Background: an optimization exercise with open tools, aiming at small area, a short achievable clock period and few clock cycles per item. Do not read the settings as production practice. RTL that was checked went through simulation tests only; none was proved equivalent to the original. The clock port is modelled as an ideal driver, which makes a skipped or thinned clock tree look cheaper than it is; a real chip needs a root buffer or a tree. Power and IR drop assume default switching activity.

==> v31: inputs <==
==> flow/design.v (excerpt) <==
module timing_example #(
    parameter int INPUT_WIDTH   = 32,
    parameter int OUTPUT_WIDTH  = 8,
    parameter int COUNTER_WIDTH = 64,
    parameter int NUM_PIPELINES = 16
) (
    input  logic                                  clk,
    input  logic                                  rst,
    input  logic [               INPUT_WIDTH-1:0] data_in,
    input  logic                                  data_in_valid,
    input  logic [NUM_PIPELINES*OUTPUT_WIDTH-1:0] pipe_in,
    output logic                                  ready,
    output logic [              OUTPUT_WIDTH-1:0] data_out,
    output logic                                  data_out_valid,
    output logic [             COUNTER_WIDTH-1:0] count
);
export LEC_CHECK = 0
export CAP_MARGIN = 20
export CORE_MARGIN = 2
export CORE_UTILIZATION = 40
export SLEW_MARGIN = 20
export SYNTH_HIERARCHICAL = 1
export SYNTH_MINIMUM_KEEP_SIZE = 0
create_clock -name core_clock -period 8.0 [get_ports {clk}]
standard.sh (not shown) runs the stock make flow with config.mk's settings and CLKGATE_MAP_FILE= SYNTH_SCRIPT=/design/flow/synth_recipe.tcl, a recipe that flattens the netlist after the stock synthesis.
==> flow/flow/run.sh <==
#!/bin/bash
# Standard synthesis, then the standard layout with these changes: ports are
# buffered with buf_1, and after clock tree synthesis its tree is replaced by a
# balanced two-level tree of clkbuf_16 cells (flow/clktree.tcl).
set -euo pipefail
bash standard.sh synth > synth.log 2>&1
export BUFFER_PORTS_ARGS="-buffer_cell sky130_fd_sc_hd__buf_1"
export CTS_ARGS="-sink_clustering_enable -repair_clock_nets -dont_use_dummy_load -buf_list {sky130_fd_sc_hd__clkbuf_4 sky130_fd_sc_hd__clkbuf_8}"
export CLK_LEAVES=10
export CLK_LEAF_CELL=clkbuf_8
export POST_CTS_TCL=$PWD/flow/clktree.tcl
bash standard.sh > layout.log 2>&1
==> flow/flow/clktree.tcl <==
# Replace the clock tree that clock_tree_synthesis built with a two-level one:
# the clock port drives one root clkbuf_16, which drives CLK_LEAVES leaf buffers,
# each feeding the flip-flops of one region (regions of nearly equal size, cut
# across the longer side). Every flip-flop sees the same two buffers.
set nleaf [expr {[info exists ::env(CLK_LEAVES)] ? $::env(CLK_LEAVES) : 4}]
set block [ord::get_db_block]
set db [ord::get_db]
set master [$db findMaster sky130_fd_sc_hd__clkbuf_16]
set lmaster [$db findMaster sky130_fd_sc_hd__[expr {[info exists ::env(CLK_LEAF_CELL)] ? $::env(CLK_LEAF_CELL) : "clkbuf_16"}]]
set clk [$block findNet clk]

set flops {}
foreach inst [$block getInsts] {
  if {[[$inst getMaster] isSequential]} {
    set it [$inst findITerm CLK]
    lassign [$inst getLocation] x y
    lappend flops [list $inst $it $x $y]
  }
}
# the old tree: every buffer on the clock network
set old_insts {}
set old_nets {}
foreach net [$block getNets] {
  if {[$net getSigType] eq "CLOCK" && [$net getName] ne "clk"} { lappend old_nets $net }
}
foreach inst [$block getInsts] {
  set n [$inst getName]
  if {[string match clkbuf_* $n] || [string match clkload* $n]} { lappend old_insts $inst }
}
foreach f $flops { [lindex $f 1] disconnect }
foreach inst $old_insts { odb::dbInst_destroy $inst }
foreach net $old_nets { if {[$net getName] ne "clk"} { odb::dbNet_destroy $net } }

# split a group into n regions of nearly equal size, cutting across its longer side
proc split_n {items n} {
  if {$n <= 1} { return [list $items] }
  set xs [lmap f $items {lindex $f 2}]
  set ys [lmap f $items {lindex $f 3}]
  set dx [expr {[tcl::mathfunc::max {*}$xs] - [tcl::mathfunc::min {*}$xs]}]
  set dy [expr {[tcl::mathfunc::max {*}$ys] - [tcl::mathfunc::min {*}$ys]}]
  set idx [expr {$dx >= $dy ? 2 : 3}]
  set s [lsort -integer -index $idx $items]
  set n1 [expr {$n / 2}]
  set cut [expr {[llength $s] * $n1 / $n}]
  return [concat [split_n [lrange $s 0 [expr {$cut - 1}]] $n1] \
                 [split_n [lrange $s $cut end] [expr {$n - $n1}]]]
}
set groups [split_n $flops $nleaf]

proc centroid {items} {
  set sx 0; set sy 0
  foreach f $items { set sx [expr {$sx + [lindex $f 2]}]; set sy [expr {$sy + [lindex $f 3]}] }
  set n [llength $items]
  return [list [expr {int($sx / $n)}] [expr {int($sy / $n)}]]
}
lassign [centroid $flops] rx ry
set root [odb::dbInst_create $block $master clkroot]
$root setLocation $rx $ry
$root setPlacementStatus PLACED
[$root findITerm A] connect $clk
set rnet [odb::dbNet_create $block clknet_root]
$rnet setSigType CLOCK
[$root findITerm X] connect $rnet
set k 0
foreach g $groups {
  lassign [centroid $g] cx cy
  set leaf [odb::dbInst_create $block $lmaster clkleaf_$k]
  $leaf setLocation $cx $cy
  $leaf setPlacementStatus PLACED
  [$leaf findITerm A] connect $rnet
  set lnet [odb::dbNet_create $block clknet_leaf_$k]
  $lnet setSigType CLOCK
  [$leaf findITerm X] connect $lnet
  foreach f $g { [lindex $f 1] connect $lnet }
  incr k
}
puts "clktree.tcl: [llength $flops] flip-flops on $k leaves; removed [llength $old_insts] buffers"
detailed_placement
check_placement -verbose
estimate_parasitics -placement
report_clock_skew
report_checks -path_delay min -format end
==> inputs of v34, as changes to v31 <==
--- a/flow/design.v
+++ b/flow/design.v
@@ -18,64 +18,84 @@
   logic [3:0] v_r;
   always_ff @(posedge clk or posedge rst) begin
     if (rst) v_r <= '0;
     else v_r <= {v_r[2:0], data_in_valid};
   end
   assign data_out_valid = v_r[3];
-  logic [9:0] seg_all1, seg_cin;
+  logic [12:0] seg_all1, seg_cin;
   logic [63:0] count_nxt;
-  cnt_seg #(.W(7)) u_cnt0 (.q(count[6:0]), .cin(seg_cin[0]), .d(count_nxt[6:0]), .all1(seg_all1[0]));
-  cnt_seg #(.W(7)) u_cnt1 (.q(count[13:7]), .cin(seg_cin[1]), .d(count_nxt[13:7]), .all1(seg_all1[1]));
-  cnt_seg #(.W(7)) u_cnt2 (.q(count[20:14]), .cin(seg_cin[2]), .d(count_nxt[20:14]), .all1(seg_all1[2]));
-  cnt_seg #(.W(7)) u_cnt3 (.q(count[27:21]), .cin(seg_cin[3]), .d(count_nxt[27:21]), .all1(seg_all1[3]));
-  cnt_seg #(.W(7)) u_cnt4 (.q(count[34:28]), .cin(seg_cin[4]), .d(count_nxt[34:28]), .all1(seg_all1[4]));
-  cnt_seg #(.W(7)) u_cnt5 (.q(count[41:35]), .cin(seg_cin[5]), .d(count_nxt[41:35]), .all1(seg_all1[5]));
-  cnt_seg #(.W(7)) u_cnt6 (.q(count[48:42]), .cin(seg_cin[6]), .d(count_nxt[48:42]), .all1(seg_all1[6]));
-  cnt_seg #(.W(7)) u_cnt7 (.q(count[55:49]), .cin(seg_cin[7]), .d(count_nxt[55:49]), .all1(seg_all1[7]));
-  cnt_seg #(.W(7)) u_cnt8 (.q(count[62:56]), .cin(seg_cin[8]), .d(count_nxt[62:56]), .all1(seg_all1[8]));
-  cnt_seg #(.W(1)) u_cnt9 (.q(count[63:63]), .cin(seg_cin[9]), .d(count_nxt[63:63]), .all1(seg_all1[9]));
+  cnt_seg #(.W(5)) u_cnt0 (.q(count[4:0]), .cin(seg_cin[0]), .d(count_nxt[4:0]), .all1(seg_all1[0]));
+  cnt_seg #(.W(5)) u_cnt1 (.q(count[9:5]), .cin(seg_cin[1]), .d(count_nxt[9:5]), .all1(seg_all1[1]));
+  cnt_seg #(.W(5)) u_cnt2 (.q(count[14:10]), .cin(seg_cin[2]), .d(count_nxt[14:10]), .all1(seg_all1[2]));
+  cnt_seg #(.W(5)) u_cnt3 (.q(count[19:15]), .cin(seg_cin[3]), .d(count_nxt[19:15]), .all1(seg_all1[3]));
+  cnt_seg #(.W(5)) u_cnt4 (.q(count[24:20]), .cin(seg_cin[4]), .d(count_nxt[24:20]), .all1(seg_all1[4]));
+  cnt_seg #(.W(5)) u_cnt5 (.q(count[29:25]), .cin(seg_cin[5]), .d(count_nxt[29:25]), .all1(seg_all1[5]));
+  cnt_seg #(.W(5)) u_cnt6 (.q(count[34:30]), .cin(seg_cin[6]), .d(count_nxt[34:30]), .all1(seg_all1[6]));
+  cnt_seg #(.W(5)) u_cnt7 (.q(count[39:35]), .cin(seg_cin[7]), .d(count_nxt[39:35]), .all1(seg_all1[7]));
+  cnt_seg #(.W(5)) u_cnt8 (.q(count[44:40]), .cin(seg_cin[8]), .d(count_nxt[44:40]), .all1(seg_all1[8]));
+  cnt_seg #(.W(5)) u_cnt9 (.q(count[49:45]), .cin(seg_cin[9]), .d(count_nxt[49:45]), .all1(seg_all1[9]));
+  cnt_seg #(.W(5)) u_cnt10 (.q(count[54:50]), .cin(seg_cin[10]), .d(count_nxt[54:50]), .all1(seg_all1[10]));
+  cnt_seg #(.W(5)) u_cnt11 (.q(count[59:55]), .cin(seg_cin[11]), .d(count_nxt[59:55]), .all1(seg_all1[11]));
+  cnt_seg #(.W(4)) u_cnt12 (.q(count[63:60]), .cin(seg_cin[12]), .d(count_nxt[63:60]), .all1(seg_all1[12]));
   logic pf_1_1;
   and2_cell u_pf0 (.a(v_r[0]), .b(seg_all1[0]), .y(pf_1_1));
   logic pf_1_3;
   and2_cell u_pf1 (.a(seg_all1[1]), .b(seg_all1[2]), .y(pf_1_3));
   logic pf_1_5;
   and2_cell u_pf2 (.a(seg_all1[3]), .b(seg_all1[4]), .y(pf_1_5));
   logic pf_1_7;
   and2_cell u_pf3 (.a(seg_all1[5]), .b(seg_all1[6]), .y(pf_1_7));
   logic pf_1_9;
   and2_cell u_pf4 (.a(seg_all1[7]), .b(seg_all1[8]), .y(pf_1_9));
+  logic pf_1_11;
+  and2_cell u_pf5 (.a(seg_all1[9]), .b(seg_all1[10]), .y(pf_1_11));
   logic pf_2_2;
-  and2_cell u_pf5 (.a(pf_1_1), .b(seg_all1[1]), .y(pf_2_2));
+  and2_cell u_pf6 (.a(pf_1_1), .b(seg_all1[1]), .y(pf_2_2));
   logic pf_2_3;
-  and2_cell u_pf6 (.a(pf_1_1), .b(pf_1_3), .y(pf_2_3));
+  and2_cell u_pf7 (.a(pf_1_1), .b(pf_1_3), .y(pf_2_3));
   logic pf_2_6;
-  and2_cell u_pf7 (.a(pf_1_5), .b(seg_all1[5]), .y(pf_2_6));
+  and2_cell u_pf8 (.a(pf_1_5), .b(seg_all1[5]), .y(pf_2_6));
   logic pf_2_7;
-  and2_cell u_pf8 (.a(pf_1_5), .b(pf_1_7), .y(pf_2_7));
+  and2_cell u_pf9 (.a(pf_1_5), .b(pf_1_7), .y(pf_2_7));
+  logic pf_2_10;
+  and2_cell u_pf10 (.a(pf_1_9), .b(seg_all1[9]), .y(pf_2_10));
+  logic pf_2_11;
+  and2_cell u_pf11 (.a(pf_1_9), .b(pf_1_11), .y(pf_2_11));
   logic pf_4_4;
-  and2_cell u_pf9 (.a(pf_2_3), .b(seg_all1[3]), .y(pf_4_4));
+  and2_cell u_pf12 (.a(pf_2_3), .b(seg_all1[3]), .y(pf_4_4));
   logic pf_4_5;
-  and2_cell u_pf10 (.a(pf_2_3), .b(pf_1_5), .y(pf_4_5));
+  and2_cell u_pf13 (.a(pf_2_3), .b(pf_1_5), .y(pf_4_5));
   logic pf_4_6;
-  and2_cell u_pf11 (.a(pf_2_3), .b(pf_2_6), .y(pf_4_6));
+  and2_cell u_pf14 (.a(pf_2_3), .b(pf_2_6), .y(pf_4_6));
   logic pf_4_7;
-  and2_cell u_pf12 (.a(pf_2_3), .b(pf_2_7), .y(pf_4_7));
+  and2_cell u_pf15 (.a(pf_2_3), .b(pf_2_7), .y(pf_4_7));
+  logic pf_4_12;
+  and2_cell u_pf16 (.a(pf_2_11), .b(seg_all1[11]), .y(pf_4_12));
   logic pf_8_8;
-  and2_cell u_pf13 (.a(pf_4_7), .b(seg_all1[7]), .y(pf_8_8));
+  and2_cell u_pf17 (.a(pf_4_7), .b(seg_all1[7]), .y(pf_8_8));
   logic pf_8_9;
-  and2_cell u_pf14 (.a(pf_4_7), .b(pf_1_9), .y(pf_8_9));
+  and2_cell u_pf18 (.a(pf_4_7), .b(pf_1_9), .y(pf_8_9));
+  logic pf_8_10;
+  and2_cell u_pf19 (.a(pf_4_7), .b(pf_2_10), .y(pf_8_10));
+  logic pf_8_11;
+  and2_cell u_pf20 (.a(pf_4_7), .b(pf_2_11), .y(pf_8_11));
+  logic pf_8_12;
+  and2_cell u_pf21 (.a(pf_4_7), .b(pf_4_12), .y(pf_8_12));
   assign seg_cin[0] = v_r[0];
   assign seg_cin[1] = pf_1_1;
   assign seg_cin[2] = pf_2_2;
   assign seg_cin[3] = pf_2_3;
   assign seg_cin[4] = pf_4_4;
   assign seg_cin[5] = pf_4_5;
   assign seg_cin[6] = pf_4_6;
   assign seg_cin[7] = pf_4_7;
   assign seg_cin[8] = pf_8_8;
   assign seg_cin[9] = pf_8_9;
+  assign seg_cin[10] = pf_8_10;
+  assign seg_cin[11] = pf_8_11;
+  assign seg_cin[12] = pf_8_12;
   always_ff @(posedge clk or posedge rst) begin
     if (rst) count <= '0;
     else count <= count_nxt;
   end
   logic pas_0;
   logic pac_1;
==> flow/flow/run.sh (replaced) <==
#!/bin/bash
# Standard synthesis, then the standard layout with these changes: ports are
# buffered with buf_1, and after clock tree synthesis its tree is replaced by a
# balanced two-level tree of clkbuf_16 cells (flow/clktree.tcl).
set -euo pipefail
bash standard.sh synth > synth.log 2>&1
export BUFFER_PORTS_ARGS="-buffer_cell sky130_fd_sc_hd__buf_1"
export CTS_ARGS="-sink_clustering_enable -repair_clock_nets -dont_use_dummy_load -buf_list {sky130_fd_sc_hd__clkbuf_4 sky130_fd_sc_hd__clkbuf_8}"
export CLK_LEAVES=9
export CLK_LEAF_CELL=clkbuf_8
export POST_CTS_TCL=$PWD/flow/clktree.tcl
bash standard.sh > layout.log 2>&1
==> comparison <==
- In v34 the area after synthesis is larger than in v31, by about 0.6%.
- Of v34 and v31, v31 has the higher clock power (gap about 3%, measured against v31).
- Of v31 and v34, v34 has the higher die area (gap 0.58%, measured against v34).
- Between v34 and v31, the lower total power is in v34 (gap about 0.6%, measured against v31).
- Of v34 and v31, v34 has the higher final area (gap 0.39%, measured against v31).
==> figures <==
                                                         v31         v34
Result of the run                   timing/DRC/antenna clean  timing/DRC/antenna clean
M1 wire length                                       5790 µm     5650 µm
Sw Share                                               35.8%       35.8%
Non-filler cells in the finished layout                1,006       1,022
Starting density of the core                           40.7%       40.8%
Fraction of the cycle the final worst path needs       33.5%       32.1%
Floorplan core area                               19,500 µm²  19,500 µm²
DP Cell Count                                            995       1,011
Final routed wire length divided by cell count       14.1 µm     14.4 µm
Leakage power figure                                 4.15 nW     4.16 nW
Final worst slack                                    5.32 ns     5.43 ns
Area used by multi-input combinational logic        4110 µm²    4160 µm²
Testbench counts of v34, summed over its fixed seeds: cycles 1,632, items 1,600.
Only the layout flow was run in v31; the RTL was not checked for function there. No run of this note takes its clock network from TritonCTS; it comes from the design's own scripts or RTL.

[port drivers added, routing unchanged]
The flow's constraints put no driver on any port. The routed layouts listed below were extracted and timed again, unchanged, in two steps. Step 1 sets driving cells, clkbuf_16 on the clock port and buf_2 on the other inputs (assumed; they add their load-dependent delay and slew). Step 2, shift: input delay + t, output delay - t, t = (earliest + latest rising clock arrival at the registers) / 2. This alone moves slack from input paths to output paths. a / b / c = no drivers / after step 1 / after step 2; a / b = the first two.
run | shift t [ns] | setup WS [ns] | hold slack, ns
v31 | 0.403 | 5.324 / 5.324 / 5.128 | 0.337 / 0.337 / 0.337
v34 | 0.403 | 5.432 / 5.387 / 5.125 | 0.341 / 0.341 / 0.341
After both steps every run listed still meets setup and hold. For v34, which loses most, drivers alone change the setup slack by -0.045 ns; drivers and shift together by -0.307 ns.
